This is an optimization exercise on Yosys and OpenROAD, whose aim is small area and a short achievable clock period, not a production implementation.
Only simulation tests tie the RTL to the original design; equivalence was not proved.
Power figures rest on the tool's default switching activity, not on a simulated workload.

$ cat design/flow/flow/run.sh
#!/bin/bash
# Layout flow: the standard.sh (the standard ORFS flow) with these changes:
#  - synthesis: the same ORFS synthesis script, except that the ALU and the register
#    file read slices are kept as modules during technology mapping and each module is
#    mapped with its own ABC script (my_abc.tcl); afterwards the design is flattened and
#    renamed exactly as synth_recipe.tcl does. The flip-flops (names and cell types) are
#    checked against the standard synthesis; if they differ the standard synthesis
#    is used instead.
#  - half/full adder cells are kept out (their outputs are slow),
#  - port buffers are plain buf cells (buffer_ports otherwise picks slow delay cells),
#  - timing repair may resize a cell to one of another footprint,
#  - a smaller clock tree (knobs.sh),
#  - area recovery after the global-route timing repair (post_grt.tcl, downsize.tcl).
# Each step's full log is under orfs/logs; the make output goes to flow_*.log here.
set -euo pipefail
W=$PWD
source flow/knobs.sh
PLATFORM_DONT_USE=$(make -s -C "$FLOW_HOME" DESIGN_CONFIG="$W/config.mk" WORK_HOME="$W/orfs" print-DONT_USE_CELLS | sed -n 's/^DONT_USE_CELLS: //p')
EXTRA_DONT_USE="sky130_fd_sc_hd__ha_1 sky130_fd_sc_hd__ha_2 sky130_fd_sc_hd__ha_4 sky130_fd_sc_hd__fa_1 sky130_fd_sc_hd__fa_2 sky130_fd_sc_hd__fa_4"
ARGS=(MATCH_CELL_FOOTPRINT=0 "DONT_USE_CELLS=$PLATFORM_DONT_USE $EXTRA_DONT_USE" "CTS_ARGS=$CTS")
export BUFFER_PORTS_ARGS="-buffer_cell $PORT_BUF"
export FLOW_DIR_OWN=$W/flow POST_GLOBAL_ROUTE_TCL=$W/flow/post_grt.tcl DS_GUARD DS_PARASITICS=-global_routing

# 1. the standard synthesis, kept for the flip-flop comparison
bash standard.sh "${ARGS[@]}" synth > flow_ref_synth.log 2>&1
RES=orfs/results/sky130hd/datapath/base
cp $RES/1_2_yosys.v ref_synth.v
rm -rf orfs

# 2. the per-module-mapped synthesis
sed -e "s#^\(\s*\)log_cmd abc {\*}\$abc_args#\1my_abc \$abc_args#" "$FLOW_HOME/scripts/synth.tcl" > my_synth.tcl
grep -q "my_abc \$abc_args" my_synth.tcl
{ echo "source $W/flow/my_abc.tcl"; sed -e "s#source \$::env(SCRIPTS_DIR)/synth.tcl#source $W/my_synth.tcl#" synth_recipe.tcl; } > my_synth_recipe.tcl
grep -q "source $W/my_synth.tcl" my_synth_recipe.tcl
sed -e "s#SYNTH_SCRIPT=[^ ]*#SYNTH_SCRIPT=$W/my_synth_recipe.tcl#" standard.sh > my_standard.sh
export MY_ABC_MODULES="ALU $W/flow/abc_alu.script regread_bit $W/flow/abc_rest.script datapath $W/flow/abc_rest.script"
bash my_standard.sh "${ARGS[@]}" "SYNTH_KEEP_MODULES=ALU regread_bit" synth > flow_synth.log 2>&1

ffs() { grep -oE "sky130_fd_sc_hd__[a-z0-9_]*df[a-z0-9_]* +[^ ]+" "$1" | sort; }
if [[ "$(ffs ref_synth.v)" != "$(ffs $RES/1_2_yosys.v)" ]]; then
  echo "flip-flops differ from the standard synthesis; using it" > synth_fallback.txt
  rm -rf orfs
  bash standard.sh "${ARGS[@]}" synth > flow_synth.log 2>&1
fi

# 3. the rest of the flow
bash my_standard.sh "${ARGS[@]}" "SYNTH_KEEP_MODULES=ALU regread_bit" finish > flow_standard.log 2>&1
$ cat design/flow/flow/abc_alu.script
strash
dch
map -B 0.9
topo
stime -c
buffer -c
upsize -c
dnsize -c
$ cat design/flow/flow/abc_rest.script
&get -n
&st
&dch
&nf -a
&put
$ cat design/flow/flow/downsize.tcl
# Area recovery after the last timing repair: each logic cell, most slack first, is
# swapped for the smallest cell of the same function (same name but drive strength)
# that keeps the design's worst setup slack (to within 1 ps), keeps the cell's own
# slack at least DS_GUARD ns above it, and adds no max slew/capacitance violation.
proc ds_ns {} { return [expr {[sta::worst_slack_cmd max] * 1e9}] }
proc ds_inst_slack { inst } {
  set s 1e9
  foreach p [get_pins -of_objects $inst] {
    set v [get_property $p slack_max]
    if { $v ne "" && $v ne "INF" && $v < $s } { set s $v }
  }
  return $s
}
proc ds_drv {} {
  return [expr {[sta::max_slew_violation_count] + [sta::max_capacitance_violation_count]}]
}
proc downsize { guard } {
  set dont_use [split $::env(DONT_USE_CELLS)]
  set areas [dict create]
  foreach lc [get_lib_cells *] {
    set n [get_name $lc]
    dict set areas $n [get_property $lc area]
  }
  set wns0 [ds_ns]
  set drv0 [ds_drv]
  set area0 0.0
  set items {}
  foreach inst [get_cells *] {
    set m [get_property $inst ref_name]
    if { [regexp {df|dl|clkbuf|clkinv|tap|fill|decap|conb|clkdly|dly} $m] } { continue }
    if { ![regexp {^(.*)_([0-9]+)$} $m -> base size] } { continue }
    lappend items [list [ds_inst_slack $inst] $inst $m $base]
  }
  set n_changed 0
  set saved 0.0
  foreach it [lsort -real -decreasing -index 0 $items] {
    lassign $it s0 inst m base
    if { $s0 < $wns0 + $guard } { continue }
    set cands {}
    dict for {n a} $areas {
      if { [regexp "^${base}_\[0-9\]+\$" $n] && $a < [dict get $areas $m] && [lsearch -exact $dont_use $n] < 0 } {
        lappend cands [list $a $n]
      }
    }
    foreach c [lsort -real -index 0 $cands] {
      lassign $c a n
      replace_cell $inst $n
      estimate_parasitics $::env(DS_PARASITICS)
      if { [ds_ns] >= $wns0 - 0.001 && [ds_inst_slack $inst] >= $wns0 + $guard && [ds_drv] <= $drv0 } {
        incr n_changed
        set saved [expr {$saved + [dict get $areas $m] - $a}]
        break
      }
      replace_cell $inst $m
      estimate_parasitics $::env(DS_PARASITICS)
    }
  }
  puts "downsize: $n_changed cells smaller, [format %.1f $saved] um2 less, worst slack [format %.3f $wns0] -> [format %.3f [ds_ns]]"
}
$ cat design/flow/flow/knobs.sh
PORT_BUF=sky130_fd_sc_hd__buf_2
CTS="-sink_clustering_enable -repair_clock_nets -dont_use_dummy_load -buf_list {sky130_fd_sc_hd__clkbuf_4 sky130_fd_sc_hd__clkbuf_8} -sink_clustering_size 20 -sink_clustering_max_diameter 60"
DS_GUARD=0.03
$ cat design/flow/flow/my_abc.tcl
# Technology mapping per module: the ALU (the critical paths) with ORFS's area
# script, the rest (register file read slices, write data, decoders) with an
# area-oriented &nf mapping. Replaces synth.tcl's single "abc" call.
proc my_abc { abc_args } {
  set i [lsearch -exact $abc_args -script]
  set rest [lreplace $abc_args $i [expr { $i + 1 }]]
  foreach {mod script} $::env(MY_ABC_MODULES) {
    log_cmd abc -script $script {*}$rest $mod
  }
}
$ cat design/flow/flow/post_grt.tcl
# After the global-route timing repair: area recovery (downsize.tcl), then the
# placement is legalized and the changed nets rerouted as the ORFS step does.
source $::env(FLOW_DIR_OWN)/downsize.tcl
global_route -start_incremental
downsize $::env(DS_GUARD)
detailed_placement
global_route -end_incremental
estimate_parasitics -global_routing
report_worst_slack -max
write_guides $::env(RESULTS_DIR)/route.guide
$ cat design/flow/standard.sh
#!/bin/bash
# synth_recipe.tcl (not shown) runs the flow's synth.tcl, then flattens the netlist and writes it again
# the make line also repeats each setting of config.mk as NAME=value (left out here)
make -C /OpenROAD-flow-scripts/flow DESIGN_CONFIG=/design/flow/config.mk WORK_HOME=/design/flow/orfs CLKGATE_MAP_FILE= SYNTH_SCRIPT=/design/flow/synth_recipe.tcl "${@:-finish}"
$ cat design/flow/config.mk
export PLATFORM = sky130hd
export DESIGN_NAME = datapath
export DESIGN_NICKNAME = datapath
export VERILOG_FILES = /design/flow/design.v
export SDC_FILE = /design/flow/constraint.sdc
export NUM_CORES = 4
export LEC_CHECK = 0
export CAP_MARGIN = 20
export CORE_MARGIN = 2
export CORE_UTILIZATION = 50
export SETUP_SLACK_MARGIN = 2.5
export SLEW_MARGIN = 20
$ cat design/flow/constraint.sdc
create_clock -name core_clock -period 5.0 [get_ports {clk}]
set_input_delay 1.0000 -clock core_clock [delete_from_list [all_inputs] [get_ports {clk}]]
set_output_delay 1.0000 -clock core_clock [all_outputs]
set_load 0.01 [all_outputs]
$ cat design/flow/design.v
module regread_bit(s, r, o);
	input [7:0] s, r;
	output o;
	assign o = ~(~((s[0]&r[0]) | (s[1]&r[1]) | (s[2]&r[2]))
	           & ~((s[3]&r[3]) | (s[4]&r[4]) | (s[5]&r[5]))
	           & ~((s[6]&r[6]) | (s[7]&r[7])));
endmodule
module ALU(A,B,datapath_in,asel,bsel,shift,ALUop,ALUout,status);
	input [15:0] A,B,datapath_in;
	input asel,bsel;
	input [1:0] shift,ALUop;
	output [15:0] ALUout;
	output status;
	wire cN = ~bsel & ~shift[1] & ~shift[0];
	wire cL = ~bsel & ~shift[1] &  shift[0];
	wire cR = ~bsel &  shift[1];
	wire cS = ~bsel &  shift[1] &  shift[0];
	wire [15:0] Bl = {B[14:0],1'b0};
	wire [15:0] Br = {B[15]&cS,B[15:1]};
	wire [15:0] Bd = {11'd0,datapath_in[4:0]};
	wire [15:0] bin = ({16{cN}} & B) | ({16{cL}} & Bl) | ({16{cR}} & Br) | ({16{bsel}} & Bd);
	wire [15:0] ain = A & {16{~asel}};
	wire sub = ~ALUop[1] & ALUop[0];
	wire [15:0] bb = bin ^ {16{sub}};
	wire [15:0] p = ain ^ bb;
	wire [15:0] g = ain & bb;
	wire [15:0] k = ain | bb;
	wire [15:0] G0 = {g[15:1], g[0] | (p[0] & sub)};
	wire [15:0] G1,P1,G2,P2,G3,P3,G4;
	genvar i;
	generate for (i=0;i<16;i=i+1) begin : sk
		if (i%2==1) begin
			assign G1[i] = G0[i] | (p[i] & G0[i-1]);
			assign P1[i] = p[i] & p[i-1];
		end else begin
			assign G1[i] = G0[i]; assign P1[i] = p[i];
		end
		if (i%4>=2) begin
			assign G2[i] = G1[i] | (P1[i] & G1[(i/4)*4+1]);
			assign P2[i] = P1[i] & P1[(i/4)*4+1];
		end else begin
			assign G2[i] = G1[i]; assign P2[i] = P1[i];
		end
		if (i%8>=4) begin
			assign G3[i] = G2[i] | (P2[i] & G2[(i/8)*8+3]);
			assign P3[i] = P2[i] & P2[(i/8)*8+3];
		end else begin
			assign G3[i] = G2[i]; assign P3[i] = P2[i];
		end
		if (i>=8) assign G4[i] = G3[i] | (P3[i] & G3[7]);
		else assign G4[i] = G3[i];
	end endgenerate
	wire [15:0] cy = {G4[14:0], sub};
	wire [15:0] sum = p ^ cy;
	wire [15:0] lg = ALUop[0] ? ~bb : g;
	assign ALUout = ALUop[1] ? lg : sum;
	wire [15:0] kk = {k[14:0], sub};
	wire [15:0] zb = ALUop[1] ? ~lg : ~(p ^ kk);
	assign status = &zb;
endmodule
module datapath(clk,readnum,vsel,loada,loadb,shift,asel,bsel,ALUop,loadc,loads,writenum,write,datapath_in,status,datapath_out);
	input [2:0] readnum,writenum;
	input clk,vsel,loada,loadb,asel,bsel,loadc,loads,write;
	input [1:0] shift,ALUop;
	input [15:0] datapath_in;
	output status;
	output [15:0] datapath_out;
	reg [15:0] R0,R1,R2,R3,R4,R5,R6,R7;
	reg [15:0] A,B,C;
	reg S;
	assign datapath_out = C;
	assign status = S;
	wire [15:0] wd = vsel ? datapath_in : C;
	always @(posedge clk) begin
		if (write && writenum==3'd0) R0 <= wd;
		if (write && writenum==3'd1) R1 <= wd;
		if (write && writenum==3'd2) R2 <= wd;
		if (write && writenum==3'd3) R3 <= wd;
		if (write && writenum==3'd4) R4 <= wd;
		if (write && writenum==3'd5) R5 <= wd;
		if (write && writenum==3'd6) R6 <= wd;
		if (write && writenum==3'd7) R7 <= wd;
	end
	wire [7:0] rs = 8'd1 << readnum;
	wire [15:0] rd;
	genvar j;
	generate for (j=0;j<16;j=j+1) begin : rdbit
		regread_bit rb(rs, {R7[j],R6[j],R5[j],R4[j],R3[j],R2[j],R1[j],R0[j]}, rd[j]);
	end endgenerate
	always @(posedge clk) begin
		if (loada) A <= rd;
		if (loadb) B <= rd;
	end
	wire [15:0] alu_out;
	wire alu_zero;
	ALU alu(A,B,datapath_in,asel,bsel,shift,ALUop,alu_out,alu_zero);
	always @(posedge clk) begin
		if (loadc) C <= alu_out;
		if (loads) S <= alu_zero;
	end
endmodule
==> results of run 1 <==
sequential cells by signal, indices dropped and copies added, names as in the netlist:
signal	cells
R4	16
A	16
R1	16
R5	16
R2	16
C	16
S	1
B	16
R7	16
R6	16
R3	16
R0	16
modules after synthesis, one instance, submodules excluded:
module | area (um^2) | flip-flops and latches | copies in the design | cells inside
ALU | 2290 | 0 | 1 | 463
regread_bit | 32.5 | 0 | 16 | 4
datapath | 5630 | 177 | 1 | 209
tightest hold or removal path, delay by kind of cell (launching register included):
kind,cells,cell delay (ns)
AOI/OAI and AO/OA,1,0.06
and+or+nand+nor,1,0.09
DFF,1,0.32
cell usage after synthesis (4+ instances only):
master	instances
edfxtp_1	177
xnor2_1	4
a22oi_1	16
a222oi_1	32
o21ai_0	9
mux2_1	16
nand2_1	170
inv_2	4
nand3_1	90
a21oi_1	10
inv_1	52
nand2_2	29
nand3_2	9
o22ai_1	4
nand4_1	24
buf_2	6
o211ai_1	9
nor2_1	23
metal layers:
metal  vias to the layer above  share of wire
met3                        30          0.047
met1                      3019           0.44
met2                       168           0.50
met5                         -              0
met4                         0          0.017
li1                       2947              -
worst paths after layout:
kind                             from  endpoint  slack [ns]
worst max-delay path             asel     C[14]        2.44
worst min-delay path            R7[4]      A[4]        0.57
worst max register to register   B[3]     C[15]        2.92
worst min register to register  R7[4]      A[4]        0.57
final cells by class:
| cell class | count | area, um^2 | area share |
|---|---|---|---|
| clock buffers | 17 | 234 | 0.0244 |
| inverters | 59 | 245 | 0.0256 |
| multi-input cells | 486 | 2980 | 0.311 |
| flip-flops and latches | 177 | 5320 | 0.554 |
| well taps | 220 | 275 | 0.0287 |
| repair buffers | 98 | 539 | 0.0562 |
per-stage QoR:
step	worst slack [ns]	std cells
floorplan	2.26	736
global placement	1.68	1002
detailed placement	1.60	1002
CTS	2.51	1044
finish	2.44	1057
kinds of logic after synthesis:
logic type,after synthesis
AO/OA/AOI/OAI,86
XOR/XNOR,8
buffers and inverters,73
flip-flops,177
multiplexers,16
AND/OR/NAND/NOR,376
power by group:
part           switching, mW  internal [mW]  leakage, nW
combinational          0.346          0.174         1.84
sequential            0.0347           1.73         1.65
clock                  0.423          0.301        0.122
==> impl_metrics.json, run 1 <==
{
  "outcome": "finished clean",
  "yosys.area_share.simple": 0.223,
  "grt_pass1_vias": 5932,
  "yosys.area.top_type_share": 0.630,
  "cts_sinks": 177,
  "yosysSeqAreaShare": 0.630,
  "startpoint_type": "primary input",
  "cts_made_buffers": 17,
  "synth-xor-area-share": 0.0101,
  "fin_crit_sh": 0.513,
  "critPathSlowestCell": "nand3b_1",
  "fin_util": 0.580,
  "core_mm2": 0.0165,
  "synth_ff_type": "edfxtp_1",
  "synth_area_leaders": "edfxtp_1 63%, nand2_1 7.6%, nand3_1 5.3%, a222oi_1 3.8%, inv_1 2.3%",
  "drc": 0,
  "cp_common_cell": "nand2_1",
  "setup_violations": 0,
  "die_y_um": 134,
  "slew_viol_final": 0,
  "grt_use_met1": 0.324,
  "viasPerCell": 5.83,
  "crit_family": "simple AND/OR/NAND/NOR gates",
  "io_buffers": 51,
  "routed_wirelength_mm": 21.1,
  "grt_pass1_wl_mm": 32.6,
  "clk_latency_ns": 0.44,
  "peakVddDrop_uv": 171,
  "synth_cell_type_count": 47,
  "rows": 47,
  "ys_warn_count": 1,
  "syn_inst": 736,
  "synth_top_family_by_area": "simple AND/OR/NAND/NOR gates",
  "drt_pass1_iterations": 7,
  "antenna_left": 0,
  "fp.dieW_um": 134,
  "dpl-instance-area_mm2": 0.00906,
  "power_density_mw_per_mm2": 314,
  "synth_adder_area_share": 0,
  "cp.required_ns": 5.18,
  "final_common_cell": "edfxtp_1",
  "slowest_delay_ns": 0.24,
  "cap_violations": 0,
  "stdcell_area_mm2": 0.00959,
  "period_needed_ns": 2.56,
  "ioPinCount": 52,
  "post_cts_buffers": 24,
  "cts_resized": 53,
  "drive_gt1_frac": 0.165,
  "drt_iter0_markers": 533,
  "wl_per_cell_um": 20.0,
  "reg2regPathDepth": 16,
  "synth_enable_flop_cells": 177,
  "holdBufCountCts": 0,
  "crit_buf_inv": 4,
  "hold_class": "flop to flop",
  "gp_routability_congestion": 0.889,
  "fill_cells": 1420,
  "die_area_mm2": 0.0179,
  "cts_tree": "done",
  "skew_ns": 0.0396,
  "use_met2": 0.414,
  "start_util": 0.511,
  "met3_usage": 0.0370,
  "antenna_found_initial": 0,
  "critical_path_class": "primary input to flop",
  "synthMuxAreaShare": 0.0213,
  "syn_area_mm2": 0.00844,
  "ys_ff_latch": 177,
  "worstPathArrival_ns": 2.74,
  "p_leak_nw": 3.61,
  "syn_nets": 771,
  "synth_top_area_cell": "edfxtp_1",
  "overflow": 0,
  "fin_hold_ws_ns": 0.572,
  "clockBufferDepth": 2,
  "path_cells": "buf_2, clkinvlp_4, buf_12, nand2_1, nand3b_1, inv_2, a21oi_4, nand2_4, nand2_2, nand2_1, nor2_1, nand2_1, nand3_1, nand2_1",
  "cts_max_level": 4,
  "nets": 874,
  "busiest_layer": "met2",
  "avgSynthCellArea_um2": 11.5,
  "tightest_slew_ns": 1.26,
  "synth_compound_area_frac": 0.0793,
  "clock.fmax_mhz": 390,
  "cp_num_cells": 14,
  "async_flop_share": 0,
  "syn_to_final_growth_pct": 13.6,
  "tns_ns": 0,
  "end_kind": "flop",
  "cp_max_fo": 7,
  "hpwlAfterDp_mm": 14.2,
  "final_cell_mix": "177 x edfxtp_1, 160 x nand2_1, 82 x nand3_1, 71 x buf_1, 43 x inv_1",
  "hold_viol": 0,
  "antennaDiodeCount": 0,
  "via_count": 6164,
  "cts_root_buf": "clkbuf_8",
  "power.total_mw": 3.01,
  "grt_util_all_layers": 0.242,
  "whs_path_depth": 2,
  "grt_max_degree": 28,
  "clk_pin_slew_ns": 0.08,
  "max-slew-margin-rel": 0.159
}
==> run 2: changes to the inputs <==
==> design/flow/flow/knobs.sh (replaced) <==
PORT_BUF=sky130_fd_sc_hd__buf_2
CTS="-sink_clustering_enable -repair_clock_nets -dont_use_dummy_load -buf_list {sky130_fd_sc_hd__clkbuf_4 sky130_fd_sc_hd__clkbuf_8} -sink_clustering_size 20 -sink_clustering_max_diameter 60"
DS_GUARD=0.00
--- a/design/flow/config.mk
+++ b/design/flow/config.mk
@@ -8,5 +8,5 @@
 export CAP_MARGIN = 20
 export CORE_MARGIN = 2
 export CORE_UTILIZATION = 50
-export SETUP_SLACK_MARGIN = 2.5
+export SETUP_SLACK_MARGIN = 2.8
 export SLEW_MARGIN = 20
==> run 2 against run 1 <==
Compared with the run above: sequential share of layout area down 0.34 points; cell area rose by 0.63%; synthesized cell count unchanged; largest cell class unchanged; highest routed layer unchanged.
==> impl_metrics.json, run 2 <==
{
  "grt_util_all_layers": 0.251,
  "cp.required_ns": 5.18,
  "via_count": 6427,
  "fill_cells": 1465,
  "hold_class": "flop to flop",
  "clk_latency_ns": 0.44,
  "grt_pass1_wl_mm": 33.8,
  "tns_ns": 0,
  "wl_per_cell_um": 20.7,
  "antenna_found_initial": 0,
  "slowest_delay_ns": 0.23,
  "fp.dieW_um": 134,
  "avgSynthCellArea_um2": 11.5,
  "clk_pin_slew_ns": 0.08,
  "ys_ff_latch": 177,
  "ff_latch_area_mm2": 0.00532,
  "cp_common_cell": "nand2_1",
  "async_flop_share": 0,
  "tightest_slew_ns": 1.21,
  "start_util": 0.511,
  "max-slew-margin-rel": 0.194,
  "syn_to_final_growth_pct": 14.3,
  "overflow": 0,
  "viasPerCell": 5.91,
  "outcome": "finished clean",
  "antenna_left": 0,
  "synth_ff_type": "edfxtp_1",
  "die_area_mm2": 0.0179,
  "ys_warn_count": 1,
  "cts_made_buffers": 17,
  "grt_pass1_vias": 6126,
  "cts_resized": 80,
  "syn_nets": 771,
  "drt_pass1_iterations": 6,
  "synth_enable_flop_cells": 177,
  "end_kind": "flop",
  "clockBufferDepth": 2,
  "cap_violations": 0,
  "nets": 905,
  "cts_sinks": 177,
  "syn_inst": 736,
  "skew_ns": 0.0243,
  "path_cells": "buf_12, inv_2, nor3_2, buf_2, nand2_1, nand4_1, buf_2, nand3_2, a21oi_2, nand2_2, nand2_4, nand2_1, nand2_1, a21oi_1, nand3_2, nand2_2",
  "cp_max_fo": 12,
  "final_cells": 1088,
  "synth_cell_type_count": 47,
  "fin_crit_sh": 0.527,
  "clock.fmax_mhz": 379,
  "synth_top_area_cell": "edfxtp_1",
  "holdBufCountCts": 0,
  "power_density_mw_per_mm2": 314,
  "startpoint_type": "primary input",
  "io_buffers": 51,
  "setup_violations": 0,
  "drc": 0,
  "cts_root_buf": "clkbuf_8",
  "final_cell_mix": "177 x edfxtp_1, 161 x nand2_1, 103 x buf_1, 86 x nand3_1, 42 x inv_1",
  "peakVddDrop_uv": 203,
  "critPathSlowestCell": "a21oi_2",
  "synth_most_common_cell": "edfxtp_1",
  "p_leak_nw": 3.65,
  "slew_viol_final": 0,
  "post_cts_buffers": 47,
  "period_needed_ns": 2.64,
  "yosysSeqAreaShare": 0.630,
  "fin_hold_ws_ns": 0.580,
  "hpwlAfterDp_mm": 14.7,
  "grt_max_degree": 28,
  "syn_area_mm2": 0.00844,
  "die_y_um": 134,
  "drt_iter0_markers": 686,
  "critical_path_class": "primary input to flop",
  "gp_routability_congestion": 0.899,
  "yosys.area.top_type_share": 0.630,
  "ioPinCount": 52,
  "drive_gt1_frac": 0.154,
  "synth_area_leaders": "edfxtp_1 63%, nand2_1 7.6%, nand3_1 5.3%, a222oi_1 3.8%, inv_1 2.3%",
  "cts_tree": "done",
  "dp_cells": 1001,
  "hold_viol": 0,
  "routed_wirelength_mm": 22.5,
  "cts_max_level": 4,
  "core_mm2": 0.0165,
  "ys_top_cells_by_count": "177 x edfxtp_1, 170 x nand2_1, 90 x nand3_1, 52 x inv_1, 32 x a222oi_1",
  "multi_input_area_mm2": 0.00298,
  "final_common_cell": "edfxtp_1",
  "worstPathArrival_ns": 2.82,
  "rows": 47,
  "antennaDiodeCount": 0
}
-- run 2: path summary, 6_finish.rpt --
path | start | end | slack, ns | cells after the start
hold reg to reg | R7[0] | B[0] | 0.58 | 2
setup / recovery | shift[0] | C[14] | 2.36 | 16
hold / removal | R7[0] | B[0] | 0.58 | 2
setup reg to reg | B[2] | C[7] | 2.82 | 17
-- run 2: cells by family after synthesis --
family,Yosys count,synth area share
compound gates,86,0.0793
xor+xnor,8,0.0101
buf+inv,73,0.0371
mux,16,0.0213
simple gates,376,0.223
flops,177,0.630
-- run 2: layout make-up --
type / instances / area share
Tap cell: 220 / 0.0285
Sequential cell: 177 / 0.551
Timing Repair Buffer: 129 / 0.0618
Clock buffer: 17 / 0.0242
Inverter: 59 / 0.0254
Multi-Input combinational cell: 486 / 0.309
-- run 2: worst max-delay path: cells and delay by family --
family / cells / cell delay (ns)
buffers and inverters: 4 / 0.51
and+or+nand+nor: 10 / 1.00
AOI/OAI and AO/OA: 2 / 0.31
-- run 2: modules after synthesis, one instance, submodules excluded --
| module | cells inside | times used | cell area, um^2 |
|---|---|---|---|
| datapath | 209 | 1 | 5630 |
| regread_bit | 4 | 16 | 32.5 |
| ALU | 463 | 1 | 2290 |
-- run 2: stage by stage --
| step | power (mW) | cell area (um^2) | utilization | setup WS (ns) |
|---|---|---|---|---|
| global placement | 2.26 | 9070 | 0.549 | 1.56 |
| floorplan | 2.11 | 8590 | - | 2.26 |
| finish | 3.03 | 9650 | 0.584 | 2.36 |
| CTS | 3.06 | 9940 | 0.602 | 2.49 |
| detailed placement | 2.27 | 9070 | 0.549 | 1.51 |
-- run 2: power breakdown --
group / internal [mW] / leakage (nW) / total [mW] / switching [mW]
Clock: 0.301 / 0.122 / 0.725 / 0.424
Combinational: 0.177 / 1.87 / 0.543 / 0.365
Sequential: 1.73 / 1.65 / 1.77 / 0.0350
-- run 2: per-layer routing --
layer	up-vias	global-route usage	wire length, um
met5	-	0	0
met4	0	0.0703	411
met3	35	0.0397	1120
met2	217	0.434	11600
met1	3165	0.331	9410
li1	3010	-	-
==> run 3: changes to the inputs <==
==> design/flow/flow/abc_alu.script (replaced) <==
strash
balance
dch
map -B 0.9
topo
stime -c
buffer -c
upsize -c
dnsize -c
--- a/design/flow/config.mk
+++ b/design/flow/config.mk
@@ -8,5 +8,5 @@
 export CAP_MARGIN = 20
 export CORE_MARGIN = 2
 export CORE_UTILIZATION = 50
-export SETUP_SLACK_MARGIN = 2.8
+export SETUP_SLACK_MARGIN = 2.5
 export SLEW_MARGIN = 20
==> run 3 against run 2 <==
Compared with the run above: cell area about the same; critical endpoint is now C[15]; critical path type unchanged; register-to-register slack got worse by 0.06 ns; synthesized cell count increased by 0.68%; final cell count decreased by 1.5%; maximum frequency decreased by 1.1%; first-iteration DRC count decreased by 2.8%; still clean; sequential share of layout area about the same; die area increased by 0.31%; wire length decreased by 0.67%; sequential power about the same.
==> impl_metrics.json, run 3 <==
{
  "outcome": "finished clean",
  "critPathSlowestCell": "xnor3_1",
  "viasPerCell": 5.91,
  "period_needed_ns": 2.67,
  "grt_pass1_vias": 6138,
  "wl_per_cell_um": 20.9,
  "syn_nets": 776,
  "fin_hold_ws_ns": 0.576,
  "grt_pass1_wl_mm": 34.1,
  "cp_max_fo": 11,
  "drt_iter0_markers": 667,
  "cts_tree": "done",
  "synth_enable_flop_cells": 177,
  "syn_area_mm2": 0.00847,
  "r2r_end": "C[15]",
  "crit_buf_inv": 3,
  "power_density_mw_per_mm2": 315,
  "path_cells": "clkbuf_4, clkinvlp_4, buf_1, nand2_1, xnor3_1, nand2_2, nor2_1, a21oi_2, nand3_1, nand3_2, nand2_1",
  "stdcell_area_mm2": 0.00964,
  "r2r_start": "B[4]",
  "rrSetupSlack_ns": 2.76,
  "dpl-instance-area_mm2": 0.00909,
  "drt_pass1_iterations": 6,
  "final_common_cell": "edfxtp_1",
  "ys_warn_count": 1,
  "cts_resized": 92,
  "avgSynthCellArea_um2": 11.4,
  "reg2regPathDepth": 18,
  "whs_path_depth": 2,
  "worstPathArrival_ns": 2.83,
  "clock.fmax_mhz": 375,
  "die_area_mm2": 0.0180,
  "overflow": 0,
  "routed_wirelength_mm": 22.4,
  "rows": 47,
  "busiest_layer": "met2",
  "cap_violations": 0,
  "ys_ff_latch": 177,
  "p_leak_nw": 3.66,
  "synth_area_leaders": "edfxtp_1 63%, nand2_1 8.2%, nand3_1 4.9%, a222oi_1 3.8%, mux2_1 2.1%",
  "grt_max_degree": 34,
  "skew_ns": 0.0478,
  "gp_routability_congestion": 0.902,
  "start_util": 0.511,
  "startpoint_type": "primary input",
  "synth_top_area_cell": "edfxtp_1",
  "grt_util_all_layers": 0.253,
  "end_kind": "flop",
  "holdCritStartpoint": "R7[3]",
  "dp_cells": 1006,
  "drc": 0,
  "synth_cell_type_count": 45,
  "synth_ff_type": "edfxtp_1",
  "setup_violations": 0,
  "slowest_delay_ns": 0.46,
  "cp.required_ns": 5.16,
  "tns_ns": 0,
  "syn_to_final_growth_pct": 13.9,
  "ioPinCount": 52,
  "grt_use_met1": 0.345,
  "tightest_slew_ns": 1.15,
  "post_cts_buffers": 27,
  "via_count": 6338,
  "antennaDiodeCount": 0,
  "max-slew-margin-rel": 0.237,
  "cp_common_cell": "nand2_1",
  "slew_viol_final": 0,
  "cts_root_buf": "clkbuf_8",
  "hold_viol": 0,
  "nets": 889,
  "critical_path_class": "primary input to flop",
  "drive_gt1_frac": 0.133,
  "final_cells": 1072,
  "hold_end": "A[3]",
  "yosysSeqAreaShare": 0.628,
  "cts_max_level": 4,
  "fp.dieW_um": 134,
  "cts_made_buffers": 17,
  "crit_family": "simple AND/OR/NAND/NOR gates",
  "synth_most_common_cell": "nand2_1",
  "yosys.area.top_type_share": 0.628,
  "peakVddDrop_uv": 217,
  "use_met2": 0.423,
  "antenna_found_initial": 0,
  "fill_cells": 1441,
  "hold_class": "flop to flop",
  "clk_pin_slew_ns": 0.07,
  "die_y_um": 134,
  "ys_top_cells_by_count": "186 x nand2_1, 177 x edfxtp_1, 83 x nand3_1, 47 x inv_1",
  "final_cell_mix": "177 x edfxtp_1, 167 x nand2_1, 92 x buf_1, 71 x nand3_1, 42 x inv_1",
  "syn_inst": 741,
  "met3_usage": 0.0393,
  "fin_crit_sh": 0.533,
  "clk_latency_ns": 0.45,
  "io_buffers": 51,
  "cts_sinks": 177,
  "antenna_left": 0,
  "clockBufferDepth": 2,
  "core_mm2": 0.0166,
  "holdBufCountCts": 0,
  "async_flop_share": 0,
  "hpwlAfterDp_mm": 14.4
}
run 3: cell count changes in the layout (fill, tap and decap cells not counted), moves of 5 or more:
cell	previous run	this run
buf_1	103	92
buf_2	13	0
inv_2	13	4
nand2_1	161	167
nand2_4	7	2
nand3_1	86	71
nand4_1	25	17
nor2_1	19	27
nor2_2	2	8
o211ai_1	9	2
o21ai_0	4	24
xor2_1	3	10
run 3: layout make-up:
class / count / area, um^2 / share of cell area
repair buffers: 109 / 593 / 0.0615
clock buffers: 17 / 234 / 0.0243
well taps: 220 / 275 / 0.0285
multi-input cells: 498 / 3000 / 0.311
flip-flops and latches: 177 / 5320 / 0.551
inverters: 51 / 224 / 0.0232
run 3: cells by family (layout without fill, tap and decap cells):
| kind of cell | after synthesis | after routing | share of synthesized area |
|---|---|---|---|
| simple gates | 370 | 370 | 0.210 |
| flops | 177 | 177 | 0.628 |
| compound gates | 97 | 97 | 0.0826 |
| buf+inv | 66 | 177 | 0.0358 |
| mux | 16 | 16 | 0.0213 |
| xor+xnor | 15 | 15 | 0.0229 |
run 3: per-layer routing:
metal,share of wire,vias up
met5,0,-
met2,0.50,229
met3,0.053,39
met4,0.020,0
li1,-,2971
met1,0.43,3099
run 3: tightest hold or removal path, delay by kind of cell (launching register included):
kind,cells,cell delay [ns]
AOI/OAI and AO/OA,1,0.06
and+or+nand+nor,1,0.08
DFF,1,0.32
run 3: through the flow:
step                setup slack (ns)   util  power, mW
finish                          2.33  0.582       3.04
CTS                             2.47  0.598       3.08
detailed placement              1.54  0.548       2.28
global placement                1.56  0.548       2.27
floorplan                       2.26      -       2.12
run 3: report_power, final:
part,total (mW),switching (mW),internal [mW]
Clock,0.739,0.437,0.302
Combinational,0.537,0.358,0.179
Sequential,1.76,0.0336,1.73
Total,3.04,0.830,2.21
run 3: worst max-delay path by stage:
stage               startpoint    end  slack, ns  depth (start not counted)
floorplan             shift[1]  C[13]       2.26                         17
global placement      ALUop[0]  C[13]       1.56                         16
detailed placement    ALUop[0]  C[13]       1.54                         16
CTS                   shift[0]  C[15]       2.47                         17
finish                    asel  C[15]       2.33                         11
run 3: per-module statistics from Yosys, one instance, submodules excluded:
module / flops+latches / cells
regread_bit: 0 / 4
datapath: 177 / 209
ALU: 0 / 468
==> run 4: changes to the inputs <==
==> design/flow/flow/abc_alu.script (replaced) <==
strash
dch
map -B 0.5
topo
stime -c
buffer -c
upsize -c
dnsize -c
==> run 4 against run 3 <==
Compared with the run above: die area down 0.71%; sequential share of layout area down 0.62 points; critical endpoint is now C[12]; wire length down 0.59%; clock skew down 0.012 ns; synthesized area down 0.72%; first-iteration DRC count down 4.6%; highest routed layer unchanged; largest power group unchanged; largest cell class unchanged; hold slack better by 0.0067 ns; cell area up 1.1%.
==> impl_metrics.json, run 4 <==
{
  "reg2regPathDepth": 11,
  "met3_usage": 0.0468,
  "holdCritStartpoint": "R7[12]",
  "synth_most_common_cell": "edfxtp_1",
  "synth_cell_type_count": 46,
  "slew_viol_final": 0,
  "synth_enable_flop_cells": 177,
  "skew_ns": 0.0356,
  "power_density_mw_per_mm2": 312,
  "clk_latency_ns": 0.44,
  "grt_max_degree": 28,
  "syn_to_final_growth_pct": 16.0,
  "cts_resized": 72,
  "synth_compound_area_frac": 0.0927,
  "period_needed_ns": 2.72,
  "drt_pass1_iterations": 7,
  "final_common_cell": "edfxtp_1",
  "p_leak_nw": 3.63,
  "ioPinCount": 52,
  "grt_pass1_wl_mm": 33.3,
  "nets": 887,
  "yosys.area_share.simple": 0.210,
  "final_cell_mix": "177 x edfxtp_1, 139 x nand2_1, 94 x buf_1, 78 x nand3_1, 33 x inv_1",
  "synth_top_family_by_area": "simple AND/OR/NAND/NOR gates",
  "critical_path_class": "primary input to flop",
  "cts_sinks": 177,
  "rrSetupSlack_ns": 2.80,
  "use_met2": 0.433,
  "max-slew-margin-rel": 0.178,
  "tns_ns": 0,
  "fin_crit_sh": 0.544,
  "yosysSeqAreaShare": 0.632,
  "grt_util_all_layers": 0.249,
  "clk_pin_slew_ns": 0.07,
  "synth_area_leaders": "edfxtp_1 63%, nand2_1 7.0%, nand3_1 5.3%, a222oi_1 3.8%, nand4_1 2.3%",
  "die_area_mm2": 0.0179,
  "gp_routability_congestion": 0.884,
  "synth-xor-area-share": 0.0137,
  "power.total_mw": 3.05,
  "antennaDiodeCount": 0,
  "cp.required_ns": 5.17,
  "grt_pass1_vias": 6117,
  "r2r_start": "B[3]",
  "cts_tree": "done",
  "overflow": 0,
  "routed_wirelength_mm": 22.3,
  "synth_ff_type": "edfxtp_1",
  "rows": 47,
  "fp.dieW_um": 134,
  "ys_warn_count": 1,
  "cts_max_level": 4,
  "cts_made_buffers": 17,
  "via_count": 6439,
  "cts_root_buf": "clkbuf_8",
  "drive_gt1_frac": 0.162,
  "async_flop_share": 0,
  "setup_violations": 0,
  "hold_end": "A[12]",
  "tightest_slew_ns": 1.23,
  "synthMuxAreaShare": 0.0214,
  "drt_iter0_markers": 636,
  "holdBufCountCts": 0,
  "syn_inst": 723,
  "fill_cells": 1447,
  "io_buffers": 51,
  "avgSynthCellArea_um2": 11.6,
  "drc": 0,
  "antenna_left": 0,
  "viasPerCell": 6.02,
  "hpwlAfterDp_mm": 14.3,
  "whs_path_depth": 2,
  "hold_class": "flop to flop",
  "die_y_um": 134,
  "ys_ff_latch": 177,
  "yosys.area.top_type_share": 0.632,
  "post_cts_buffers": 42,
  "busiest_layer": "met2",
  "ys_top_cells_by_count": "177 x edfxtp_1, 156 x nand2_1, 89 x nand3_1, 35 x inv_1, 32 x a222oi_1",
  "grt_use_met1": 0.317,
  "wl_per_cell_um": 20.8,
  "peakVddDrop_uv": 205,
  "synth_adder_area_share": 0,
  "core_mm2": 0.0165,
  "worstPathArrival_ns": 2.89,
  "end_kind": "flop",
  "antenna_found_initial": 0,
  "start_util": 0.509,
  "hold_viol": 0,
  "startpoint_type": "primary input",
  "cp_max_fo": 6,
  "syn_nets": 758,
  "syn_area_mm2": 0.00841,
  "clock.fmax_mhz": 368,
  "cap_violations": 0,
  "r2r_end": "C[6]",
  "synth_top_area_cell": "edfxtp_1",
  "outcome": "finished clean",
  "clockBufferDepth": 2
}
[run 4: final cells by class]
| cell class | instances | area (um^2) | area share |
|---|---|---|---|
| Sequential cell | 177 | 5320 | 0.545 |
| Inverter | 44 | 178 | 0.0182 |
| Tap cell | 220 | 275 | 0.0282 |
| Multi-Input combinational cell | 486 | 3120 | 0.320 |
| Timing Repair Buffer | 124 | 623 | 0.0639 |
| Timing Repair inverter | 2 | 10.0 | 0.00103 |
| Clock buffer | 17 | 234 | 0.0240 |
[run 4: cells by family (layout without fill, tap and decap cells)]
kind of cell / after synthesis / in the layout
buffers and inverters: 60 / 187
xor gates and xnor gates: 10 / 10
AOI/OAI and AO/OA: 102 / 102
and+or+nand+nor: 358 / 358
muxes: 16 / 16
DFF: 177 / 177
[run 4: through the flow]
stage / util / cell area (um^2) / hold WS (ns) / std cells / worst slack, ns
2_1_floorplan: - / 8510 / 0.532 / 723 / 2.26
3_3_place_gp: 0.548 / 9050 / 0.549 / 987 / 1.23
3_5_place_dp: 0.548 / 9050 / 0.570 / 987 / 1.10
4_1_cts: 0.601 / 9940 / 0.587 / 1049 / 2.38
6_report: 0.590 / 9750 / 0.582 / 1070 / 2.28
[run 4: worst max-delay path: stages]
cell      delay [ns]
buf_8           0.12
nor3_4          0.28
buf_6           0.19
nand2_2         0.08
nand4_1         0.11
nand3_2         0.17
inv_2           0.14
o21ai_1         0.08
a21oi_2         0.11
buf_4           0.15
buf_1           0.10
a21oi_1         0.08
o211ai_1        0.19
nand2_1         0.09
[run 4: worst max path at each step]
stage	depth (start not counted)	end	slack, ns	startpoint
after floorplan	13	C[12]	2.26	bsel
after CTS	16	C[15]	2.38	bsel
after detailed placement	15	C[10]	1.10	ALUop[0]
after global placement	15	C[10]	1.23	ALUop[0]
final	14	C[12]	2.28	bsel
[run 4: per-module statistics from Yosys (local to each module, per instance)]
module	area (um^2)	copies in the design
ALU	2250	1
datapath	5630	1
regread_bit	32.5	16
[run 4: report_power, final]
part / leakage [nW] / internal (mW) / switching, mW
combinational: 1.85 / 0.184 / 0.368
clock: 0.122 / 0.301 / 0.423
sequential: 1.65 / 1.73 / 0.0366
[run 4: layer usage]
| metal | up-vias | share of wire |
|---|---|---|
| met5 | - | 0 |
| met4 | 0 | 0.028 |
| met3 | 47 | 0.053 |
| met2 | 252 | 0.51 |
| met1 | 3136 | 0.41 |
| li1 | 3004 | - |
==> run 5: changes to the inputs <==
==> design/flow/flow/abc_alu.script (replaced) <==
strash
dch -f
map -B 0.9
topo
stime -c
buffer -c
upsize -c
dnsize -c
==> run 5 against run 4 <==
Compared with the run above: synthesized area fell by 0.25%; clock power grew 2%; non-clock buffer count fell by 6; register-to-register slack about the same; critical path depth decreased by 9; critical endpoint is now A[2]; setup slack better by 0.073 ns; global-route usage grew 0.66 points; wire length rose by 2.3%; final cell count grew 1.0%; still clean on timing, DRC and antenna; synthesized cell count is 2.1% higher; total power increased by 0.73%.
==> impl_metrics.json, run 5 <==
{
  "clk_latency_ns": 0.44,
  "die_y_um": 133,
  "hpwlAfterDp_mm": 15.0,
  "syn_to_final_growth_pct": 15.7,
  "synth_ff_type": "edfxtp_1",
  "grt_pass1_vias": 6081,
  "multi_input_area_mm2": 0.00307,
  "fin_hold_ws_ns": 0.583,
  "stdcell_area_mm2": 0.00970,
  "path_cells": "buf_2, nor3_1, buf_1, a222oi_1, nand3_1",
  "p_leak_nw": 3.69,
  "antenna_left": 0,
  "drt_iter0_markers": 705,
  "peakVddDrop_uv": 206,
  "end_kind": "flop",
  "drt_pass1_iterations": 5,
  "outcome": "finished clean",
  "die_area_mm2": 0.0178,
  "viasPerCell": 5.93,
  "skew_ns": 0.0363,
  "final_common_cell": "edfxtp_1",
  "antennaDiodeCount": 0,
  "wl_per_cell_um": 21.1,
  "ys_top_cells_by_count": "195 x nand2_1, 177 x edfxtp_1, 98 x nand3_1, 51 x inv_1, 32 x a222oi_1",
  "period_needed_ns": 2.65,
  "routed_wirelength_mm": 22.8,
  "cts_resized": 98,
  "dpl-instance-area_mm2": 0.00900,
  "synth_most_common_cell": "nand2_1",
  "yosys.area.top_type_share": 0.634,
  "max-slew-margin-rel": 0.229,
  "ys_warn_count": 1,
  "cts_root_buf": "clkbuf_8",
  "synth_cell_type_count": 42,
  "hold_class": "flop to flop",
  "cts_sinks": 177,
  "setup_violations": 0,
  "io_buffers": 51,
  "gp_routability_congestion": 0.948,
  "syn_inst": 738,
  "syn_nets": 773,
  "cts_made_buffers": 17,
  "clockBufferDepth": 2,
  "holdBufCountCts": 0,
  "hold_viol": 0,
  "fin_crit_sh": 0.529,
  "synth_area_leaders": "edfxtp_1 63%, nand2_1 8.7%, nand3_1 5.8%, a222oi_1 3.8%, inv_1 2.3%",
  "cp.required_ns": 5.25,
  "slowest_delay_ns": 0.80,
  "ys_ff_latch": 177,
  "post_cts_buffers": 30,
  "clk_pin_slew_ns": 0.09,
  "critical_path_class": "primary input to flop",
  "clock.fmax_mhz": 378,
  "overflow": 0,
  "ff_latch_area_mm2": 0.00532,
  "startpoint_type": "primary input",
  "grt_pass1_wl_mm": 34.1,
  "cts_tree": "done",
  "drc": 0,
  "syn_area_mm2": 0.00838,
  "avgSynthCellArea_um2": 11.4,
  "grt_util_all_layers": 0.256,
  "cts_max_level": 4,
  "fp.dieW_um": 133,
  "grt_max_degree": 28,
  "final_cell_mix": "177 x edfxtp_1, 160 x nand2_1, 93 x buf_1, 87 x nand3_1, 49 x inv_1",
  "core_mm2": 0.0165,
  "tns_ns": 0,
  "drive_gt1_frac": 0.158,
  "tightest_slew_ns": 1.16,
  "power_density_mw_per_mm2": 316,
  "slew_viol_final": 0,
  "worstPathArrival_ns": 2.89,
  "async_flop_share": 0,
  "via_count": 6407,
  "yosysSeqAreaShare": 0.634,
  "antenna_found_initial": 0,
  "reg2regPathDepth": 16,
  "ioPinCount": 52,
  "critPathSlowestCell": "nor3_1",
  "synth_enable_flop_cells": 177,
  "cap_violations": 0,
  "cp_max_fo": 10,
  "rows": 47,
  "fill_cells": 1433,
  "synth_top_area_cell": "edfxtp_1",
  "start_util": 0.509,
  "whs_path_depth": 2,
  "nets": 898
}
[run 5: cell types whose count changed after synthesis, moves of 5 or more]
cell,previous run,this run
a21oi_1,12,3
inv_1,35,51
nand2_1,156,195
nand2_2,17,8
nand3_1,89,98
nand4_1,31,23
o211ai_1,12,7
o21ai_1,6,1
[run 5: worst max-delay path, delay by kind of cell]
family | cells | cell delay [ns]
buffers and inverters | 2 | 0.66
AND/OR/NAND/NOR | 2 | 1.02
AO/OA/AOI/OAI | 1 | 0.21
[run 5: final cells by class]
| class | count | area share |
|---|---|---|
| clock buffer | 17 | 0.0241 |
| inverter | 60 | 0.0257 |
| multi-input combinational | 488 | 0.317 |
| sequential | 177 | 0.548 |
| tap | 220 | 0.0284 |
| timing repair buffer | 118 | 0.0568 |
| timing repair inverter | 1 | 0.000387 |
[run 5: path summary, 6_finish.rpt]
check                           startpoint     to  slack [ns]
worst min register to register      R7[11]  A[11]        0.58
worst max register to register        B[4]   C[7]        2.81
worst min-delay path                R7[11]  A[11]        0.58
worst max-delay path            readnum[0]   A[2]        2.35
[run 5: modules after synthesis (local to each module, per instance)]
module,cell area (um^2),times used,flops+latches,cells
regread_bit,32.5,16,0,4
datapath,5630,1,177,209
ALU,2230,1,0,465
[run 5: kinds of logic after synthesis]
kind of cell    synth area share
simple gates               0.215
buf+inv                   0.0391
mux                       0.0215
flops                      0.634
xor+xnor                  0.0178
compound gates            0.0731
[run 5: per-layer routing]
metal  share of wire  global-route usage  vias up
li1                -                   -     2980
met1            0.41               0.340     3153
met2            0.51               0.436      236
met3           0.053              0.0369       38
met4           0.025              0.0863        0
met5               0                   0        -
[run 5: per-stage QoR]
stage / util / worst slack, ns / instances / power, mW
after floorplan: - / 2.23 / 738 / 2.10
after global placement: 0.547 / 1.54 / 1003 / 2.26
after detailed placement: 0.547 / 1.45 / 1003 / 2.27
after CTS: 0.592 / 2.49 / 1052 / 3.07
final: 0.589 / 2.35 / 1081 / 3.07
[run 5: power breakdown]
| part | switching (mW) | internal (mW) | leakage (nW) |
|---|---|---|---|
| Sequential | 0.0345 | 1.73 | 1.65 |
| Clock | 0.441 | 0.301 | 0.122 |
| Combinational | 0.374 | 0.186 | 1.92 |
| Total | 0.849 | 2.22 | 3.69 |
==> run 6: changes to the inputs <==
==> design/flow/flow/abc_alu.script (replaced) <==
strash
dch
map -B 0.9
strash
dch
map -B 0.9
topo
stime -c
buffer -c
upsize -c
dnsize -c
==> run 6 against run 5 <==
Compared with the run above: maximum frequency down 0.61%; still clean; final cell count is 0.83% lower; critical path type unchanged; clock-buffer cell count did not move; die area decreased by 0.41%; synthesized area is 0.42% lower.
==> impl_metrics.json, run 6 <==
{
  "cts_made_buffers": 17,
  "cp.required_ns": 5.20,
  "clk_latency_ns": 0.47,
  "syn_inst": 731,
  "grt_max_degree": 23,
  "tns_ns": 0,
  "slew_viol_final": 0,
  "overflow": 0,
  "nets": 889,
  "skew_ns": 0.0526,
  "holdBufCountCts": 0,
  "cts_tree": "done",
  "antenna_found_initial": 0,
  "core_mm2": 0.0165,
  "p_leak_nw": 3.69,
  "outcome": "finished clean",
  "grt_pass1_vias": 6142,
  "drt_pass1_iterations": 6,
  "syn_area_mm2": 0.00835,
  "end_kind": "flop",
  "final_cells": 1072,
  "die_y_um": 133,
  "fin_util": 0.586,
  "hold_class": "flop to flop",
  "cts_max_level": 4,
  "grt_util_all_layers": 0.255,
  "setup_violations": 0,
  "antennaDiodeCount": 0,
  "path_cells": "buf_4, nor2_4, buf_2, nand4_1, buf_1, nand3_4, nand2_4, inv_4, nand2_2, nor2_4, nand2_4, nand2_8, nand2_4, nand2_2, nor2_1, nand2_1, nand2_2",
  "ys_top_cells_by_count": "181 x nand2_1, 177 x edfxtp_1, 83 x nand3_1, 58 x inv_1, 34 x nor2_1",
  "wl_per_cell_um": 21.3,
  "final_cell_mix": "177 x edfxtp_1, 151 x nand2_1, 93 x buf_1, 66 x nand3_1, 50 x inv_1",
  "crit_family": "simple AND/OR/NAND/NOR gates",
  "crit_buf_inv": 4,
  "ys_warn_count": 1,
  "synth_enable_flop_cells": 177,
  "yosys.area.top_type_share": 0.637,
  "gp_routability_congestion": 0.932,
  "tightest_slew_ns": 1.22,
  "cap_violations": 0,
  "synth_area_leaders": "edfxtp_1 64%, nand2_1 8.1%, nand3_1 5.0%, a222oi_1 3.8%, inv_1 2.6%",
  "grt_pass1_wl_mm": 33.8,
  "yosysSeqAreaShare": 0.637,
  "cts_root_buf": "clkbuf_8",
  "cts_resized": 72,
  "io_buffers": 51,
  "cp_max_fo": 11,
  "antenna_left": 0,
  "fp.dieW_um": 133,
  "ff_latch_area_mm2": 0.00532,
  "viasPerCell": 5.99,
  "start_util": 0.507,
  "dp_cells": 997,
  "fin_crit_sh": 0.532,
  "clk_pin_slew_ns": 0.09,
  "syn_to_final_growth_pct": 15.6,
  "fin_hold_ws_ns": 0.587,
  "critical_path_class": "primary input to flop",
  "syn_nets": 766,
  "clockBufferDepth": 2,
  "max-slew-margin-rel": 0.187,
  "synth_cell_type_count": 49,
  "die_area_mm2": 0.0177,
  "routed_wirelength_mm": 22.8,
  "hold_viol": 0,
  "final_common_cell": "edfxtp_1",
  "clock.fmax_mhz": 376,
  "multi_input_area_mm2": 0.00299,
  "fill_cells": 1479,
  "critPathSlowestCell": "nor2_4",
  "worstPathArrival_ns": 2.86,
  "peakVddDrop_uv": 209,
  "post_cts_buffers": 34,
  "rows": 47,
  "ioPinCount": 52,
  "async_flop_share": 0,
  "hpwlAfterDp_mm": 14.9,
  "slowest_delay_ns": 0.25,
  "synth_most_common_cell": "nand2_1",
  "power_density_mw_per_mm2": 315,
  "avgSynthCellArea_um2": 11.4,
  "period_needed_ns": 2.66,
  "drc": 0,
  "via_count": 6426,
  "drive_gt1_frac": 0.154,
  "ys_ff_latch": 177,
  "synth_top_area_cell": "edfxtp_1",
  "drt_iter0_markers": 684,
  "cts_sinks": 177,
  "synth_ff_type": "edfxtp_1",
  "startpoint_type": "primary input"
}
[run 6: Yosys stat by module (local to each module, per instance)]
module / times used / cells / flops+latches
datapath: 1 / 209 / 177
ALU: 1 / 458 / 0
regread_bit: 16 / 4 / 0
[run 6: path summary, 6_finish.rpt]
path | startpoint | endpoint | slack [ns] | cells past startpoint
min | R7[13] | A[13] | 0.59 | 2
max reg2reg | B[2] | C[8] | 2.76 | 14
min reg2reg | R7[13] | A[13] | 0.59 | 2
max | ALUop[1] | C[10] | 2.34 | 17
[run 6: worst reg2reg max path, stage by stage, from the launching register on]
cell and delay, ns:
edfxtp_1 0.44, nand3_1 0.12, nand2_1 0.08, inv_1 0.10
nand3_2 0.10, nand2_1 0.08, nand3_1 0.15, nand3_2 0.13
nand2_1 0.07, nand2_1 0.08, nand2_2 0.09, nand2_4 0.11
buf_1 0.10, nand3_1 0.08, a31o_1 0.25
[run 6: report_power, final]
part / leakage [nW] / switching (mW) / internal [mW]
logic: 1.91 / 0.365 / 0.177
clock network: 0.122 / 0.434 / 0.301
registers: 1.65 / 0.0342 / 1.73
total: 3.69 / 0.833 / 2.21
[run 6: cell families (layout without fill, tap and decap cells)]
kind of cell    count (synthesis)  after routing  synth area share
compound gates                 91             91            0.0854
mux                            16             16            0.0216
xor+xnor                       10             10            0.0121
flops                         177            177             0.637
buf+inv                        75            195            0.0400
simple gates                  362            363             0.204
[run 6: cell type report]
cell class	count	area share
timing repair buffer	117	0.0604
tap	220	0.0285
timing repair inverter	1	0.000518
clock buffer	17	0.0242
multi-input combinational	480	0.310
sequential	177	0.550
inverter	60	0.0258
[run 6: metrics by stage]
stage / setup slack (ns) / instance area [um^2] / total power, mW
CTS: 2.45 / 9880 / 3.07
floorplan: 2.30 / 8530 / 2.11
finish: 2.34 / 9660 / 3.04
global placement: 1.56 / 9050 / 2.27
detailed placement: 1.52 / 9050 / 2.27
[run 6: metal layers]
metal / up-vias / wire length (um) / track usage / part of all wire
met5: - / 0 / 0 / 0
met4: 0 / 794 / 0.0851 / 0.035
met3: 62 / 1310 / 0.0476 / 0.058
met2: 271 / 11500 / 0.448 / 0.50
met1: 3123 / 9200 / 0.320 / 0.40
li1: 2970 / - / - / -
==> run 7: changes to the inputs <==
==> design/flow/flow/abc_alu.script (replaced) <==
strash
dch
map -B 0.9
topo
stime -c
buffer -c
upsize -c
dnsize -c
==> run 7 against run 6 <==
Compared with the run above: first-iteration DRC count decreased by 19%; clock power down 1%; clock skew fell by 0.013 ns; wire length shrank 7.3%; register-to-register slack better by 0.16 ns; sequential power hardly changed; die area grew 1.1%; maximum frequency grew 4.2%; critical endpoint is now C[6]; largest cell class unchanged.
==> impl_metrics.json, run 7 <==
{
  "start_util": 0.511,
  "ys_top_cells_by_count": "177 x edfxtp_1, 170 x nand2_1, 90 x nand3_1, 52 x inv_1, 32 x a222oi_1",
  "die_y_um": 134,
  "max-slew-margin-rel": 0.153,
  "outcome": "finished clean",
  "whs_path_depth": 2,
  "gp_routability_congestion": 0.889,
  "cts_max_level": 4,
  "ioPinCount": 52,
  "cap_violations": 0,
  "tns_ns": 0,
  "dp_cells": 1002,
  "clockBufferDepth": 2,
  "cts_made_buffers": 17,
  "cp_max_fo": 10,
  "syn_nets": 771,
  "routed_wirelength_mm": 21.1,
  "cts_root_buf": "clkbuf_8",
  "hold_end": "B[4]",
  "async_flop_share": 0,
  "grt_max_degree": 28,
  "avgSynthCellArea_um2": 11.5,
  "drc": 0,
  "antenna_left": 0,
  "wl_per_cell_um": 20.0,
  "clk_pin_slew_ns": 0.08,
  "synth_area_leaders": "edfxtp_1 63%, nand2_1 7.6%, nand3_1 5.3%, a222oi_1 3.8%, inv_1 2.3%",
  "syn_to_final_growth_pct": 12.4,
  "synth_most_common_cell": "edfxtp_1",
  "fp.dieW_um": 134,
  "synth_ff_type": "edfxtp_1",
  "holdCritStartpoint": "R7[4]",
  "drt_pass1_iterations": 5,
  "hpwlAfterDp_mm": 14.2,
  "yosysSeqAreaShare": 0.630,
  "grt_pass1_vias": 5932,
  "cts_resized": 53,
  "rrSetupSlack_ns": 2.92,
  "skew_ns": 0.0394,
  "r2r_end": "C[15]",
  "peakVddDrop_uv": 172,
  "die_area_mm2": 0.0179,
  "ys_warn_count": 1,
  "hold_viol": 0,
  "synth_enable_flop_cells": 177,
  "grt_pass1_wl_mm": 32.6,
  "nets": 874,
  "clock.fmax_mhz": 392,
  "overflow": 0,
  "multi_input_area_mm2": 0.00291,
  "reg2regPathDepth": 16,
  "ys_ff_latch": 177,
  "antenna_found_initial": 0,
  "cts_tree": "done",
  "io_buffers": 51,
  "yosys.area.top_type_share": 0.630,
  "final_cells": 1057,
  "power.total_mw": 3.00,
  "cp.required_ns": 5.24,
  "hold_class": "flop to flop",
  "slew_viol_final": 0,
  "setup_violations": 0,
  "synth_cell_type_count": 47,
  "holdBufCountCts": 0,
  "power_density_mw_per_mm2": 316,
  "ff_latch_area_mm2": 0.00532,
  "syn_inst": 736,
  "fin_crit_sh": 0.511,
  "rows": 47,
  "tightest_slew_ns": 1.27,
  "period_needed_ns": 2.55,
  "drt_iter0_markers": 553,
  "final_cell_mix": "177 x edfxtp_1, 166 x nand2_1, 86 x nand3_1, 74 x buf_1, 43 x inv_1",
  "cts_sinks": 177,
  "antennaDiodeCount": 0,
  "final_common_cell": "edfxtp_1",
  "end_kind": "flop",
  "drive_gt1_frac": 0.147,
  "startpoint_type": "primary input",
  "clk_latency_ns": 0.44,
  "post_cts_buffers": 24,
  "syn_area_mm2": 0.00844,
  "viasPerCell": 5.83,
  "core_mm2": 0.0165,
  "via_count": 6166,
  "r2r_start": "B[2]",
  "p_leak_nw": 3.57,
  "synth_top_area_cell": "edfxtp_1",
  "fill_cells": 1442,
  "critical_path_class": "primary input to flop",
  "grt_util_all_layers": 0.242,
  "worstPathArrival_ns": 2.79
}
-- run 7: cell types whose count changed after synthesis, sizes merged, moves of 3 or more --
cell    previous run  this run
o22ai             14         4
a31o               3         0
nand3             87        99
clkbuf             6         3
nor2              38        29
nand2            188       201
o211ai             1         9
-- run 7: kinds of logic (layout without fill, tap and decap cells) --
family | count (synthesis) | in the layout | synth area share
AO/OA/AOI/OAI | 86 | 86 | 0.0793
flip-flops | 177 | 177 | 0.630
buffers and inverters | 73 | 174 | 0.0371
multiplexers | 16 | 16 | 0.0213
XOR/XNOR | 8 | 8 | 0.0101
AND/OR/NAND/NOR | 376 | 376 | 0.223
-- run 7: cell type report --
class,count,area share
Tap cell,220,0.0290
Sequential cell,177,0.560
Clock buffer,17,0.0247
Multi-Input combinational cell,486,0.307
Timing Repair Buffer,98,0.0535
Inverter,59,0.0258
-- run 7: how the worst max path moves through the flow --
| stage | start | to | slack [ns] | depth (start not counted) |
|---|---|---|---|---|
| 6_report | bsel | C[6] | 2.45 | 12 |
| 4_1_cts | shift[1] | C[11] | 2.51 | 16 |
| 3_5_place_dp | shift[0] | C[15] | 1.60 | 17 |
| 3_3_place_gp | shift[0] | C[15] | 1.68 | 17 |
| 2_1_floorplan | bsel | C[15] | 2.26 | 18 |
-- run 7: through the flow --
step | instance area [um^2] | setup WS, ns | hold slack [ns] | util
floorplan | 8510 | 2.26 | 0.532 | -
global placement | 9060 | 1.68 | 0.550 | 0.548
detailed placement | 9060 | 1.60 | 0.561 | 0.548
CTS | 9710 | 2.51 | 0.573 | 0.588
finish | 9490 | 2.45 | 0.572 | 0.574
-- run 7: where the power goes --
group	leakage (nW)	internal (mW)	switching, mW
clock network	0.122	0.301	0.426
registers	1.65	1.73	0.0343
logic	1.79	0.167	0.341
-- run 7: Yosys stat by module (local to each module, per instance) --
module	flip-flops and latches	cells	times used
ALU	0	463	1
datapath	177	209	1
regread_bit	0	4	16
-- run 7: per-layer routing --
layer	global-route usage	vias up	wire, um
met5	0	-	0
met2	0.414	179	10700
met1	0.324	3008	9170
met4	0.0691	0	327
met3	0.0370	32	945
li1	-	2947	-
-- run 7: worst max-delay path, stage by stage --
cell and delay, ns:
buf_6 0.13, nor3_4 0.31, nand2_1 0.12, nand3_1 0.15
xor3_1 0.37, nand2_1 0.13, inv_1 0.05, nand2_1 0.06
nand2_1 0.06, nand2_1 0.10, nand2_1 0.07, o21ai_1 0.26
==> run 8: changes to the inputs <==
--- a/design/flow/config.mk
+++ b/design/flow/config.mk
@@ -8,5 +8,6 @@
 export CAP_MARGIN = 20
 export CORE_MARGIN = 2
 export CORE_UTILIZATION = 50
+export PLACE_DENSITY = 0.7
 export SETUP_SLACK_MARGIN = 2.5
 export SLEW_MARGIN = 20
==> run 8 against run 7 <==
Compared with the run above: critical endpoint is now C[10]; synthesized cell count is the same; still clean; clock-buffer cell count unchanged; register-to-register slack got worse by 0.10 ns; clock skew about the same; combinational power decreased by 4%; critical path type unchanged; wire length decreased by 2.0%; cell area fell by 1.5%; via count up 2.5%; first-iteration DRC count grew 46%; largest power group unchanged; clock power down 0.7%.
==> impl_metrics.json, run 8 <==
{
  "seqPwrFrac": 0.593,
  "fp.dieW_um": 134,
  "drc": 0,
  "avgSynthCellArea_um2": 11.5,
  "cts_max_level": 4,
  "hold_viol": 0,
  "antenna_left": 0,
  "peakVddDrop_uv": 204,
  "antenna_found_initial": 0,
  "power.total_mw": 2.97,
  "synth_most_common_cell": "edfxtp_1",
  "ys_ff_latch": 177,
  "period_needed_ns": 2.59,
  "yosys.area.top_type_share": 0.630,
  "critical_path_class": "primary input to flop",
  "drt_pass1_iterations": 7,
  "syn_to_final_growth_pct": 10.8,
  "worstPathArrival_ns": 2.78,
  "ys_top_cells_by_count": "177 x edfxtp_1, 170 x nand2_1, 90 x nand3_1, 52 x inv_1, 32 x a222oi_1",
  "rows": 47,
  "cp.required_ns": 5.19,
  "setup_violations": 0,
  "fin_util": 0.566,
  "routed_wirelength_mm": 20.7,
  "grt_pass1_vias": 5970,
  "drt_iter0_markers": 808,
  "power_density_mw_per_mm2": 318,
  "overflow": 0,
  "holdBufCountCts": 0,
  "ioPinCount": 52,
  "switching_power_mw": 0.785,
  "synth_ff_type": "edfxtp_1",
  "cap_violations": 0,
  "core_mm2": 0.0165,
  "tns_ns": 0,
  "cts_resized": 41,
  "async_flop_share": 0,
  "via_count": 6319,
  "cp_common_cell": "nand2_1",
  "clkPwrFrac": 0.243,
  "slowest_delay_ns": 0.18,
  "viasPerCell": 5.97,
  "gp_routability_congestion": 0.908,
  "fin_crit_sh": 0.518,
  "fill_cells": 1416,
  "nets": 875,
  "p_int_mw": 2.19,
  "synth_enable_flop_cells": 177,
  "post_cts_buffers": 21,
  "tightest_slew_ns": 1.20,
  "critPathSlowestCell": "nor2_4",
  "grt_pass1_wl_mm": 31.7,
  "syn_nets": 771,
  "synth_cell_type_count": 47,
  "io_buffers": 51,
  "hpwlAfterDp_mm": 13.5,
  "wl_per_cell_um": 19.6,
  "p_comb_frac": 0.164,
  "p_leak_nw": 3.52,
  "stdcell_area_mm2": 0.00935,
  "start_util": 0.511,
  "yosysSeqAreaShare": 0.630,
  "syn_area_mm2": 0.00844,
  "max-slew-margin-rel": 0.199,
  "startpoint_type": "primary input",
  "cts_root_buf": "clkbuf_8",
  "path_cells": "buf_8, inv_2, nor2_4, clkbuf_16, nand2_2, nand4_1, nand2_1, nand2_1, nand2_2, inv_2, nand2_1, nor2_2, nand2_2, nand2_4, nand2_1, nand2_1, nand2_1, nand3_1, nand2_1",
  "end_kind": "flop",
  "clockBufferDepth": 2,
  "hold_class": "flop to flop",
  "grt_util_all_layers": 0.234,
  "final_cell_mix": "178 x nand2_1, 177 x edfxtp_1, 90 x nand3_1, 82 x buf_1, 46 x inv_1",
  "clk_pin_slew_ns": 0.07,
  "cts_made_buffers": 17,
  "cts_sinks": 177,
  "final_common_cell": "nand2_1",
  "synth_top_area_cell": "edfxtp_1",
  "outcome": "finished clean",
  "grt_max_degree": 27,
  "skew_ns": 0.0391,
  "cp_max_fo": 8,
  "ys_warn_count": 1,
  "slew_viol_final": 0,
  "antennaDiodeCount": 0,
  "clk_latency_ns": 0.45,
  "dpl-instance-area_mm2": 0.00906,
  "die_y_um": 134,
  "switching_share": 0.264,
  "die_area_mm2": 0.0179,
  "syn_inst": 736,
  "clock.fmax_mhz": 386,
  "cts_tree": "done",
  "drive_gt1_frac": 0.107,
  "synth_area_leaders": "edfxtp_1 63%, nand2_1 7.6%, nand3_1 5.3%, a222oi_1 3.8%, inv_1 2.3%"
}
-- run 8: cells by family (layout without fill, tap and decap cells) --
group                     after synthesis  in the layout  synth area share
AOI/OAI and AO/OA                      86             86            0.0793
muxes                                  16             16            0.0213
buffers and inverters                  73            175            0.0371
DFF                                   177            177             0.630
xor gates and xnor gates                8              8            0.0101
and+or+nand+nor                       376            376             0.223
-- run 8: Yosys stat by module, one instance, submodules excluded --
module,cell area [um^2],copies in the design,flip-flops and latches
datapath,5630,1,177
regread_bit,32.5,16,0
ALU,2290,1,0
-- run 8: worst max-delay path, delay by kind of cell --
family	cells	cell delay (ns)
and+or+nand+nor	15	1.35
buffers and inverters	4	0.43
-- run 8: through the flow --
step	hold WS, ns	std cells	setup WS [ns]
CTS	0.583	1040	2.49
global placement	0.554	1002	1.72
floorplan	0.532	736	2.26
finish	0.578	1058	2.41
detailed placement	0.569	1002	1.61
-- run 8: path summary, 6_finish.rpt --
kind | cells after the start | startpoint | slack [ns] | endpoint
worst max register to register | 16 | B[2] | 2.82 | C[10]
worst min-delay path | 2 | R7[10] | 0.58 | B[10]
worst max-delay path | 19 | shift[1] | 2.41 | C[10]
worst min register to register | 2 | R7[10] | 0.58 | B[10]
-- run 8: power by group through the flow --
stage                     logic, mW  clock network, mW  registers (mW)
final                         0.489              0.722            1.76
after CTS                     0.502              0.732            1.76
after detailed placement      0.465                  0            1.79
after global placement        0.453                  0            1.80
after floorplan               0.317                  0            1.79
-- run 8: area by class of cell --
| class | instances | area (um^2) | area share |
|---|---|---|---|
| inverters | 59 | 240 | 0.0257 |
| well taps | 220 | 275 | 0.0294 |
| multi-input cells | 486 | 2820 | 0.301 |
| repair buffers | 99 | 469 | 0.0502 |
| flip-flops and latches | 177 | 5320 | 0.568 |
| clock buffers | 17 | 234 | 0.0250 |
-- run 8: per-layer routing --
layer / wire length [um] / GRT usage / up-vias
met5: 0 / 0 / -
met4: 382 / 0.0733 / 0
met3: 1390 / 0.0476 / 41
met2: 9990 / 0.376 / 282
met1: 8940 / 0.321 / 3053
li1: - / - / 2943

==> static timing again, ports no longer ideal <==
Ports are ideal in the flow. The routed layouts listed here were re-timed in OpenROAD. Step 1, drivers: a clkbuf_16 drives clk and a buf_2 each remaining input, both assumed. Step 2 adds t to the input delays and takes it off the output delays; t is the mean of the earliest and latest rising clock arrival at the registers after step 1. Input paths then give back, and output paths get back, about the clock's delay inside the block. a / b / c = ideal ports / drivers / drivers and shift; a / b = the first two.
run	t, ns	setup WS [ns]	clock arrival spread, ns	slew at the worst register clock pin (ns)	pins driven straight from the clock port
run 1	0.459	2.436 / 2.437 / 1.978	0.040 / 0.040	0.09 / 0.09	1
run 2	0.470	2.363 / 2.335 / 1.865	0.034 / 0.034	0.09 / 0.09	1
run 3	0.465	2.335 / 2.337 / 1.873	0.050 / 0.049	0.11 / 0.11	1
run 4	0.464	2.281 / 2.272 / 1.808	0.036 / 0.037	0.10 / 0.10	1
run 5	0.475	2.354 / 2.361 / 1.887	0.051 / 0.051	0.11 / 0.11	1
run 6	0.477	2.338 / 2.342 / 1.865	0.066 / 0.066	0.12 / 0.12	1
run 7	0.461	2.446 / 2.435 / 1.974	0.043 / 0.042	0.10 / 0.10	1
run 8	0.466	2.409 / 2.373 / 1.907	0.045 / 0.044	0.10 / 0.10	1
After both steps setup and hold are still met in every run listed. For run 8, which loses most, drivers alone change the setup slack by -0.036 ns; drivers and shift together by -0.502 ns.
